Background: an optimization exercise with open tools, aiming at small area. Do not read the settings as production practice. In this exercise RTL edits were held to simulation tests only and were not proved equivalent to the original. The flow treats the clock pin as an ideal source, which a real chip does not have.

==> 07-12 <==
// pong
module pong (
  input i_Clk,
  input i_Rst,
  input i_Switch_1,
  input i_Switch_2,
  input i_Switch_3,
  input i_Switch_4,
  output o_LED_1,
  output o_LED_2,
  output o_LED_3,
  output o_LED_4,
  output o_Segment1_A,
  output o_Segment1_B,
  output o_Segment1_C,
  output o_Segment1_D,
  output o_Segment1_E,
  output o_Segment1_F,
  output o_Segment1_G,
  output o_Segment2_A,
  output o_Segment2_B,
  output o_Segment2_C,
  output o_Segment2_D,
  output o_Segment2_E,
  output o_Segment2_F,
  output o_Segment2_G,
  output o_VGA_Red_0,
  output o_VGA_Red_1,
  output o_VGA_Red_2,
  output o_VGA_Grn_0,
  output o_VGA_Grn_1,
  output o_VGA_Grn_2,
  output o_VGA_Blu_0,
  output o_VGA_Blu_1,
  output o_VGA_Blu_2,
  output o_VGA_HSync,
  output o_VGA_VSync
  );
Settings: LEC_CHECK=0, CAP_MARGIN=20, CORE_MARGIN=2, CORE_UTILIZATION=45, CTS_BUF_LIST=sky130_fd_sc_hd__clkbuf_8, SLEW_MARGIN=20; clock period 10.0 ns.
standard.sh (not shown) runs the stock make flow with config.mk's settings and CLKGATE_MAP_FILE= SYNTH_SCRIPT=/design/flow/synth_recipe.tcl, a recipe that flattens the netlist after the stock synthesis.
==> flow/flow/run.sh <==
#!/bin/bash
# Own layout flow: the standard synthesis, then an area-oriented re-mapping of the
# combinational logic (registers untouched: same cells, same names), then the standard
# layout from floorplan to finish.
set -euo pipefail
W=$(pwd)
R=$W/orfs/results/${FLOW_PLATFORM}/pong/base
YOSYS=yosys
[[ -x $FLOW_HOME/../tools/install/yosys/bin/yosys ]] && YOSYS=$FLOW_HOME/../tools/install/yosys/bin/yosys

# 1. standard synthesis
bash standard.sh synth > $W/1_standard_synth.log 2>&1

# 2. re-map the logic between the registers for area
cp $R/1_2_yosys.v $W/synth_standard.v
LIB=$FLOW_HOME/platforms/${FLOW_PLATFORM}/lib/sky130_fd_sc_hd__tt_025C_1v80.lib
sed -e "s#@LIB@#$LIB#g" -e "s#@IN@#$W/synth_standard.v#g" -e "s#@OUT@#$W/synth_remapped.v#g" \
    -e "s#@ABC@#$W/flow/area.abc#g" -e "s#@TOP@#$FLOW_TOP#g" $W/flow/remap.ys > $W/remap.ys
$YOSYS -s $W/remap.ys > $W/2_remap.log 2>&1
cp $W/synth_remapped.v $R/1_2_yosys.v
touch $R/1_2_yosys.v

# 3. standard layout on the re-mapped netlist; ports get the smallest buffer
export BUFFER_PORTS_ARGS="-buffer_cell sky130_fd_sc_hd__buf_1"
bash standard.sh finish > $W/3_standard_layout.log 2>&1
==> flow/flow/area.abc <==
strash; &get -n; &deepsyn -J 100 -T 400; &put; dch -f; amap
==> flow/flow/remap.ys <==
read_liberty -ignore_miss_func @LIB@
read_verilog @IN@
hierarchy -top @TOP@
blackbox sky130_fd_sc_hd__dfxtp_1 sky130_fd_sc_hd__dfxtp_2 sky130_fd_sc_hd__dfxtp_4 sky130_fd_sc_hd__edfxtp_1 sky130_fd_sc_hd__conb_1
flatten
opt_clean -purge
abc -liberty @LIB@ -dont_use *lpflow* -dont_use *probe* -dont_use *__ha_* -dont_use *__fa_* -script @ABC@
opt_clean -purge
hilomap -singleton -hicell sky130_fd_sc_hd__conb_1 HI -locell sky130_fd_sc_hd__conb_1 LO
splitnets
opt_clean -purge
insbuf -buf sky130_fd_sc_hd__buf_4 A X
stat -liberty @LIB@
write_verilog -noattr -nohex -nodec @OUT@
==> 12-09 (differences from 07-12) <==
--- a/flow/design.v
+++ b/flow/design.v
@@ -43,19 +43,19 @@
 					(i_bin_val[3:0] == 4'b0100) ? ~7'b0110011 :
 					(i_bin_val[3:0] == 4'b0101) ? ~7'b1011011 :
 					(i_bin_val[3:0] == 4'b0110) ? ~7'b1011111 :
 					(i_bin_val[3:0] == 4'b0111) ? ~7'b1110000 :
 					(i_bin_val[3:0] == 4'b1000) ? ~7'b1111111 :
 					(i_bin_val[3:0] == 4'b1001) ? ~7'b1111011 :
 					(i_bin_val[3:0] == 4'b1010) ? ~7'b1110111 :
-					(i_bin_val[3:0] == 4'b1011) ? ~7'b0011111 :
-					(i_bin_val[3:0] == 4'b1100) ? ~7'b1001110 :
-					(i_bin_val[3:0] == 4'b1101) ? ~7'b0111101 :
-					(i_bin_val[3:0] == 4'b1110) ? ~7'b1001111 :
-					(i_bin_val[3:0] == 4'b1111) ? ~7'b1000111 :
+					(i_bin_val[3:0] == 4'b1011) ? 7'b0001110 :
+					(i_bin_val[3:0] == 4'b1100) ? 7'b0000100 :
+					(i_bin_val[3:0] == 4'b1101) ? 7'b0100100 :
+					(i_bin_val[3:0] == 4'b1110) ? 7'b0101000 :
+					(i_bin_val[3:0] == 4'b1111) ? 7'b0001111 :
 											      ~7'b0000000;
 	endfunction
 endmodule
 module LFSR (
 	input i_Clk,
 	input i_Rst,
 	input i_run,
@@ -107,15 +107,15 @@
 				end else begin
 					r_up_cnt <= r_up_cnt + 1'b1;
 					o1 <= 1'b1;
 				end
 			end else if (!i_up && i_down) begin
 				if (r_dn_cnt[4]) begin
 					r_dn_cnt <= 0;
-					if (o_top != 9'd399) o_top <= o_top + 1'b1;
+					if (!(o_top[8:7] == 2'b11 && o_top[3:0] == 4'b1111)) o_top <= o_top + 1'b1;	 
 				end else begin
 					r_dn_cnt <= r_dn_cnt + 1'b1;
 					o2 <= 1'b1;
 				end
 			end else begin
 				r_up_cnt <= 0;
 				r_dn_cnt <= 0;
@@ -196,17 +196,17 @@
 	output reg [9:0] o_X_Cursor,
 	output reg [9:0] o_Y_Cursor
 	);
 	always @(posedge i_Clk) begin
 		if (i_Rst) begin
 			o_X_Cursor <= 0;
 			o_Y_Cursor <= 0;
-		end else if (o_X_Cursor == 10'd799) begin
+		end else if (o_X_Cursor[9:8] == 2'b11 && o_X_Cursor[4:0] == 5'b11111) begin	 
 			o_X_Cursor <= 0;
-			o_Y_Cursor <= (o_Y_Cursor == 10'd524) ? 10'd0 : o_Y_Cursor + 1'b1;
+			o_Y_Cursor <= (o_Y_Cursor[9] && o_Y_Cursor[3:2] == 2'b11) ? 10'd0 : o_Y_Cursor + 1'b1;	 
 		end else begin
 			o_X_Cursor <= o_X_Cursor + 1'b1;
 		end
 	end
 endmodule
 module vga_sync_porch (
 	input [9:0] i_X_Cursor,
@@ -445,16 +445,16 @@
   wire [9:0] w_B_left;
   wire [9:0] w_B_top;
   reg [1:0] device_state;	 
   reg [3:0] r_p1_score;	 
   reg [3:0] r_p2_score;
   wire w_en = (device_state == 2'd1);
   wire w_any_sw = i_Switch_1 | i_Switch_2 | i_Switch_3 | i_Switch_4;
-  wire w_p1_point = (w_B_left == 10'd630);
-  wire w_p2_point = (w_B_left == 10'd1023);
+  wire w_p1_point = w_B_left[9] && (w_B_left[6:0] == 7'b1110110);	 
+  wire w_p2_point = (w_B_left[9:8] == 2'b11);	 
   always @(posedge i_Clk) begin
     if (i_Rst) begin
       device_state <= 0;
       r_p1_score <= 0;
       r_p2_score <= 0;
     end else if (device_state == 2'd1) begin
       if (w_p1_point || w_p2_point) begin
==> flow/flow/run.sh (replaced) <==
#!/bin/bash
# Own layout flow: the standard synthesis, then an area-oriented re-mapping of the
# logic between the registers (registers untouched: same cells, same names), then the standard flow's
# standard layout from floorplan to finish with smaller port and clock buffers, the clock
# buffers that drive too slow a clock edge made one size larger.
set -euo pipefail
W=$(pwd)
R=$W/orfs/results/${FLOW_PLATFORM}/pong/base
YOSYS=yosys
[[ -x $FLOW_HOME/../tools/install/yosys/bin/yosys ]] && YOSYS=$FLOW_HOME/../tools/install/yosys/bin/yosys
LIB=$FLOW_HOME/platforms/${FLOW_PLATFORM}/lib/sky130_fd_sc_hd__tt_025C_1v80.lib

# 1. standard synthesis
bash standard.sh synth > $W/1_standard_synth.log 2>&1
cp $R/1_2_yosys.v $W/synth_standard.v

# 2. re-map the logic for area: ABC deepsyn with several seeds in parallel, keep the smallest
SEEDS="1 2"
for S in $SEEDS; do
  sed -e "s#@SEED@#$S#g" $W/flow/area.abc > $W/area_$S.abc
  sed -e "s#@LIB@#$LIB#g" -e "s#@IN@#$W/synth_standard.v#g" -e "s#@OUT@#$W/synth_remapped_$S.v#g" \
      -e "s#@ABC@#$W/area_$S.abc#g" -e "s#@TOP@#$FLOW_TOP#g" $W/flow/remap.ys > $W/remap_$S.ys
  $YOSYS -s $W/remap_$S.ys > $W/2_remap_$S.log 2>&1 &
done
wait || true
BEST=""; BEST_AREA=""
for S in $SEEDS; do
  A=$(grep -a "Chip area for module" $W/2_remap_$S.log | tail -1 | sed 's/.*: //') || true
  [[ -s $W/synth_remapped_$S.v && -n "$A" ]] || continue
  if [[ -z "$BEST" ]] || awk "BEGIN {exit !($A < $BEST_AREA)}"; then BEST=$S; BEST_AREA=$A; fi
done
echo "remap seeds: best $BEST area $BEST_AREA" > $W/2_remap_choice.log
for S in $SEEDS; do echo "seed $S: $(grep -a 'Chip area for module' $W/2_remap_$S.log | tail -1)" >> $W/2_remap_choice.log; done
[[ -n "$BEST" ]]
cp $W/synth_remapped_$BEST.v $R/1_2_yosys.v
touch $R/1_2_yosys.v

# 3. standard layout on the re-mapped netlist; ports get the smallest buffer, the clock tree
#    small buffers and no dummy loads
export BUFFER_PORTS_ARGS="-buffer_cell sky130_fd_sc_hd__buf_1"
export CTS_ARGS="-sink_clustering_enable -repair_clock_nets -root_buf sky130_fd_sc_hd__clkbuf_8 -buf_list sky130_fd_sc_hd__clkbuf_4 -dont_use_dummy_load"
bash standard.sh cts > $W/3_standard_to_cts.log 2>&1

# 4. clock buffers that leave a flip-flop clock pin slow get the next size up
cp $R/4_cts.odb $W/4_cts_standard.odb
FIX_LIB=$LIB FIX_IN_ODB=$W/4_cts_standard.odb FIX_IN_SDC=$R/4_cts.sdc FIX_OUT_ODB=$R/4_cts.odb \
  FIX_SLEW_PS=100 FIX_BUF=sky130_fd_sc_hd__clkbuf_8 \
  openroad -no_init -exit $W/flow/cts_fix.tcl > $W/4_cts_fix.log 2>&1
touch $R/4_cts.odb

# 5. standard layout from global routing to finish
bash standard.sh finish > $W/5_standard_layout.log 2>&1
==> flow/flow/area.abc (replaced) <==
strash; &get -n; &deepsyn -J 20 -T 300 -S @SEED@; &put; dch -f; amap -F 4 -A 8
==> flow/flow/cts_fix.tcl (new file) <==
# After CTS: give each clock buffer whose flip-flop clock pins see a slow slew the next
# larger clock buffer, then legalise the placement again.
read_liberty $::env(FIX_LIB)
read_db $::env(FIX_IN_ODB)
read_sdc $::env(FIX_IN_SDC)
source $::env(FLOW_HOME)/platforms/$::env(FLOW_PLATFORM)/setRC.tcl
estimate_parasitics -placement
set limit $::env(FIX_SLEW_PS)
set bigger $::env(FIX_BUF)
set todo [dict create]
foreach pin [all_registers -clock_pins -edge_triggered] {
  set worst 0
  foreach edge {rise fall} {
    foreach analysis {min max} {
      set s [get_property $pin slew_${analysis}_$edge]
      set ps [expr {[sta::time_ui_sta $s] * 1e12}]
      if {$ps > $worst} { set worst $ps }
    }
  }
  if {$worst > $limit} {
    foreach drv [get_pins -of_objects [get_nets -of_objects $pin] -filter "direction == output"] {
      set cell [get_cells -of_objects $drv]
      dict set todo [get_full_name $cell] $worst
    }
  }
}
foreach inst [dict keys $todo] {
  set c [get_cells $inst]
  set ref [get_property $c ref_name]
  if {$ref ne $bigger} {
    puts "upsizing $inst ($ref, clock pin slew [format %.1f [dict get $todo $inst]] ps) to $bigger"
    replace_cell $c $bigger
  }
}
detailed_placement
check_placement -verbose
write_db $::env(FIX_OUT_ODB)
==> flow/flow/remap.ys (replaced) <==
read_liberty -ignore_miss_func @LIB@
read_verilog @IN@
hierarchy -top @TOP@
blackbox sky130_fd_sc_hd__*df* sky130_fd_sc_hd__*dl* sky130_fd_sc_hd__conb_1
flatten
opt_clean -purge
abc -liberty @LIB@ -dont_use *lpflow* -dont_use *probe* -dont_use *__ha_* -dont_use *__fa_* -script @ABC@
opt_clean -purge
hilomap -singleton -hicell sky130_fd_sc_hd__conb_1 HI -locell sky130_fd_sc_hd__conb_1 LO
splitnets
opt_clean -purge
insbuf -buf sky130_fd_sc_hd__buf_4 A X
stat -liberty @LIB@
write_verilog -noattr -nohex -nodec @OUT@
- CAP_MARGIN: 20 -> 0
- CTS_BUF_LIST: sky130_fd_sc_hd__clkbuf_8 -> default
- SLEW_MARGIN: 20 -> 0
==> impl_metrics.py <==
metrics = {
    "status": {
        "status": "timing/DRC/antenna clean",
    },
    "critical_path": {
        "ff2ff_setup_slack_ns": 5.71,
        "cpPeakStageDelay_ns": 0.71,
    },
    "power_and_ir_drop": {
        "comb-power_uw": 54.7,
        "p_leak_nw": 2.81,
        "peakVddDrop_uv": 78.4,
    },
    "grt": {
        "grt.total_usage_pct": 25.1,
        "grt_start_max_net_pins": 28,
    },
    "synthesis": {
        "syn_inst": 1140,
        "synth_fp_nets": 1146,
        "synth_area_um2": 7920,
    },
    "sta": {
        "timing.fmax_ghz": 0.169,
        "whs_ns": 0.444,
    },
    "floorplanning": {
        "core_um2": 17200,
    },
    "final_layout": {
        "nMultiInputCombCells": 870,
        "mostFrequentLayoutCells": "nor2_1, dfxtp_1, clkinv_1, nand2_1, o21ai_0",
        "buffer_area_share_pct": 1.71,
        "n_all_buffers": 37,
        "stdcell_count": 1434,
    },
}
[end of results for 07-12]
==> impl_metrics.py <==
metrics = {
    "status": {
        "status": "timing/DRC/antenna clean",
    },
    "grt": {
        "grt.total_usage_pct": 26.3,
        "grt_start_max_net_pins": 42,
    },
    "synthesis": {
        "synth_fp_nets": 1109,
        "syn_inst": 1103,
    },
    "final_layout": {
        "n_all_buffers": 39,
        "stdcell_count": 1384,
        "buffer_area_share_pct": 1.95,
        "nMultiInputCombCells": 801,
    },
    "power_and_ir_drop": {
        "p_leak_nw": 2.63,
        "comb-power_uw": 52.8,
    },
    "critical_path": {
        "ff2ff_setup_slack_ns": 5.64,
    },
    "floorplanning": {
        "core_um2": 17200,
    },
    "sta": {
        "whs_ns": 0.436,
    },
}
[end of results for 12-09]

[static timing again, ports no longer ideal]
Ports are ideal in the flow. The routed layouts listed here were re-timed in OpenROAD.
Step 1, drivers: a clkbuf_16 drives i_Clk and a buf_2 each remaining input, both assumed.
Step 2, shift: input delay + t, output delay - t, t = (earliest + latest rising clock arrival at the registers) / 2. This alone moves slack from input paths to output paths.
Three values: ideal, step 1, step 2; two values: the first two.
run | shift t [ns] | setup WS [ns] | worst slew at a driven data input, ns
07-12 | 0.508 | 4.072 / 4.034 / 4.542 | 0.03
12-09 | 0.461 | 4.126 / 4.086 / 4.546 | 0.03
After both steps setup and hold are still met in every run listed.
